Background: an optimization exercise with open tools, aiming at small area, a short achievable clock period and few clock cycles. Do not read the settings as production practice.
The RTL was checked by simulation tests, not by an equivalence proof against the original design.

north:
Design keccak, start of the top module:
module keccak(clk, reset, in, in_ready, is_last, byte_num, buffer_full, out, out_ready);
export LEC_CHECK = 0
export CAP_MARGIN = 30
export CORE_MARGIN = 2
export CORE_UTILIZATION = 50
export CTS_BUF_LIST = sky130_fd_sc_hd__clkbuf_16
export CTS_CLUSTER_DIAMETER = 90
export CTS_CLUSTER_SIZE = 24
export PLACE_DENSITY = 0.6
export SETUP_SLACK_MARGIN = 2.8
export SLEW_MARGIN = 30
export SYNTH_HIERARCHICAL = 1
create_clock -name core_clock -period 6.0 [get_ports {clk}]
standard.sh (not shown) runs the stock make flow with config.mk's settings and CLKGATE_MAP_FILE= SYNTH_SCRIPT=/design/flow/synth_recipe.tcl, a recipe that flattens the netlist after the stock synthesis.
==> flow/flow/run.sh <==
#!/bin/bash
# The standard layout (standard.sh), with the ports buffered by buf_2 cells
# instead of the delay buffers buffer_ports picks by default.
set -euo pipefail
export BUFFER_PORTS_ARGS="-buffer_cell sky130_fd_sc_hd__buf_2"
bash standard.sh > standard_flow.log 2>&1
Testbench counts of north, summed over its fixed seeds: cycles 8,225.
What south does differently from north at the input level:
- SETUP_SLACK_MARGIN now 2.65, was 2.8
==> flow/flow/run.sh <==
#!/bin/bash
# The standard layout (standard.sh), with the ports buffered by buf_1 cells
# instead of the delay buffers buffer_ports picks by default.
set -euo pipefail
export BUFFER_PORTS_ARGS="-buffer_cell sky130_fd_sc_hd__buf_1"
bash standard.sh > standard_flow.log 2>&1
==> comparison <==
Summary of south over north: proportion of cell area occupied by multi-input gates now smaller; number of buffers other than clock buffers in the final layout went down 114.
Relative to north, setup slack after layout has decreased by 330 ps in south.
Compared with north, south shows a antenna diode count that is 5 lower.
Looking at worst setup slack after placement, south sits below north.
Changes observed in south relative to north: final core area utilization saw a decrease; number of vias after detailed routing saw a decrease; total length of routed wires went down by 0.97%.
> inputs changed (south -> east)
- SETUP_SLACK_MARGIN changed from 2.65 to 2.5
Results
- Taking south as the reference, in east design area went down, area of combinational cells with multiple inputs down 3.5%.
- Compared with south, in east core utilization of the finished layout lost 1.4 points; global-route usage neither gained nor lost much; met1 wire length picked up an extra 0.54%.
- [compare] base=south new=east: post-synthesis to final-layout area growth shows a reduction of 2.7 points.
- Compared with south, in east global routing met3 resource utilization has increased; final antenna diode count +20; sequential share of layout area rose 0.67 points.
- east -> south: netlist area before placement delta 0, exact match

---

== v6 ==
keccak, a different RTL version from the one above (not shown whole).
Size in the first run: ~12000 cells after synthesis, ~550 I/O pins.
## keccak
module keccak(clk, reset, in, in_ready, is_last, byte_num, buffer_full, out, out_ready);
==> flow/config.mk <==
export PLATFORM = sky130hd
export DESIGN_NAME = keccak
export DESIGN_NICKNAME = keccak
export VERILOG_FILES = /design/flow/design.v
export SDC_FILE = /design/flow/constraint.sdc
export NUM_CORES = 4
export LEC_CHECK = 0
export CAP_MARGIN = 30
export CORE_MARGIN = 2
export CORE_UTILIZATION = 50
export PLACE_DENSITY = 0.6
export SETUP_SLACK_MARGIN = 3.1
export SLEW_MARGIN = 30
export SYNTH_HIERARCHICAL = 1
==> flow/constraint.sdc <==
create_clock -name core_clock -period 6.0 [get_ports {clk}]
set_input_delay 1.2000 -clock core_clock [delete_from_list [all_inputs] [get_ports {clk}]]
set_output_delay 1.2000 -clock core_clock [all_outputs]
set_load 0.01 [all_outputs]
==> flow/flow/run.sh <==
#!/bin/bash
# The standard layout (standard.sh), with the ports buffered by buf_2 cells
# instead of the delay buffers buffer_ports picks by default.
set -euo pipefail
export BUFFER_PORTS_ARGS="-buffer_cell sky130_fd_sc_hd__buf_2"
bash standard.sh > standard_flow.log 2>&1
v6 went all the way through synthesis, placement and routing and the layout is clean on timing, DRC and antenna.
Testbench counts of v6, summed over its fixed seeds: cycles 8,225.
diff inputs: v6 => v7
--- a/flow/config.mk
+++ b/flow/config.mk
@@ -12 +12 @@
-export SETUP_SLACK_MARGIN = 3.1
+export SETUP_SLACK_MARGIN = 2.8
## What came out
- Maximum frequency, v7 and v6: smaller value in v7
- When v7 is measured against v6, its area of all placed cells without fillers turns out about 12% lower.
- The run with more routed wire is v6, not v7.
- Fraction of the cycle the final worst path needs up 6.2 points in v7 wrt v6
- [compare] base=v6 new=v7: via total after detailed routing lost 6.9%, number of non-clock buffers lost 1078.

---

## run 1
keccak, a different RTL version from the one above (not shown whole).
Size: roughly 13,000 cells after synthesis, roughly 550 I/O pins, roughly 130,000 um2 of cells after synthesis.
clock: 6.0 ns
lec_check: 0
cap_margin: 30
core_margin: 2
core_utilization: 50
cts_buf_list: sky130_fd_sc_hd__clkbuf_16
cts_cluster_diameter: 90
cts_cluster_size: 24
place_density: 0.6
setup_slack_margin: 2.8
slew_margin: 30
synth_hierarchical: 1
Scripts as last shown in full above: flow/flow/run.sh
Run 1 | stages: all done | timing, DRC, antenna: all pass
Testbench counts of run 1, summed over its fixed seeds: cycles 8,225.
Input changes introduced in run 2 (baseline for comparison: run 1):
- changing PLACE_DENSITY from 0.6 to 0.68
- changing CORE_UTILIZATION from 50 to 55
- changing CAP_MARGIN from 30 to 20
- changing SLEW_MARGIN from 30 to 20
Results
- Run 2 did not run to completion, as it errored out during global routing (5_1_grt).
- Comparing run 2 and run 1, the lower floorplan die width is on run 2.
- Diff run 2..run 1 | number of sinks handled by clock tree synthesis | unchanged
- For buffer count from post-CTS setup fixing, dividing the value from run 2 by the value from run 1 gives 0.803.
- Taking run 1 as the reference, in run 2 count of cells resized by post-cts repair moved up; post-placement worst setup slack moved up; instance count after placement with tap cells included moved down.
- Run 2 reports a higher initial core utilization than run 1 does.
- Comparing run 1 against run 2, there is no change at all in synthesized cell count.
- Compared with run 1, die height in run 2 decreased by a few percent.
- Run 1 → run 2: half-perimeter wire length of the detailed placement result decreased by about 4% relative to the old numbers, number of cell rows decreased by 9 relative to the old numbers.
The inputs of run 3 differ from those of run 2 as listed below.
- swapping 20 for 30 in SLEW_MARGIN
- swapping 0.68 for 0.6 in PLACE_DENSITY
- swapping 55 for 50 in CORE_UTILIZATION
- swapping 20 for 30 in CAP_MARGIN
- swapping 2.8 for 2.2 in SETUP_SLACK_MARGIN
==> flow/flow/run.sh <==
#!/bin/bash
# The standard layout (standard.sh), with the ports buffered by buf_1 cells
# instead of the delay buffers buffer_ports picks by default.
set -euo pipefail
export BUFFER_PORTS_ARGS="-buffer_cell sky130_fd_sc_hd__buf_1"
bash standard.sh > standard_flow.log 2>&1
==> comparison <==
Run 3: all stages complete, timing, DRC and antenna checks passed
Per the comparison of run 3 with run 2, standard cell area after detailed placement now larger, floorplan row count now sits higher.
When run 3 is measured against run 2, its worst slack at placement turns out 0.16 ns lower.
diff inputs: run 3 => run 4
- changing SETUP_SLACK_MARGIN from 2.2 to 2.5
Findings:
As far as worst-skew pair later-pin latency is concerned, run 4 and run 3 perform about the same. Global routing met1 resource utilization ended up 0.30 points higher on run 4 than on run 3. Fmax | run 4 above run 3. In the tables for run 3 and run 4, count of plain and timing-repair buffers in the layout reads higher with run 4. Looking at relative area of non-clock buffer cells in the final design across run 3 and run 4, the one that comes out lower is run 3. Per the comparison of run 4 with run 3, final cell count without fillers comparable, fraction of layout instances using a drive strength above 1 now larger, area of the multi-input gates now larger. Layout overhead on the synthesized area (run 4 over run 3): increase, 4.2 points. On worst hold slack, run 3 and run 4 are neck and neck.

## what the ideal ports hide
How much do the figures lean on ideal ports? The routed layouts below were timed once more, with nothing changed but the port constraints. Step 1: set_driving_cell puts a clkbuf_16 on clk and a buf_2 on each other input, an assumption about the parent block. Step 2 moves the port delays by t, midway between the first and last clock arrival at a register: inputs arrive t later, outputs are due t later. That takes back most of the time a late clock gives input paths. a / b / c = no drivers / after step 1 / after step 2; a / b = the first two.
run | t, ns | slack for setup (ns) | worst slew at a driven data input, ns
north | 1.010 | 2.470 / 2.470 / 2.007 | 0.04
south | 1.023 | 2.139 / 2.139 / 1.748 | 0.04
east | 1.035 | 2.103 / 2.103 / 1.742 | 0.04
v6 | 1.053 | 2.808 / 2.808 / 1.968 | 0.03
v7 | 1.047 | 2.437 / 2.437 / 1.610 | 0.03
run 1 | 0.994 | 2.381 / 2.381 / 1.949 | 0.04
run 3 | 0.986 | 1.810 / 1.810 / 1.799 | 0.05
run 4 | 0.985 | 2.133 / 2.133 / 1.786 | 0.04
After both steps every run listed still meets setup and hold. The setup slack of v6, which loses most, moves by 0.000 ns with the drivers and by -0.840 ns with both steps.
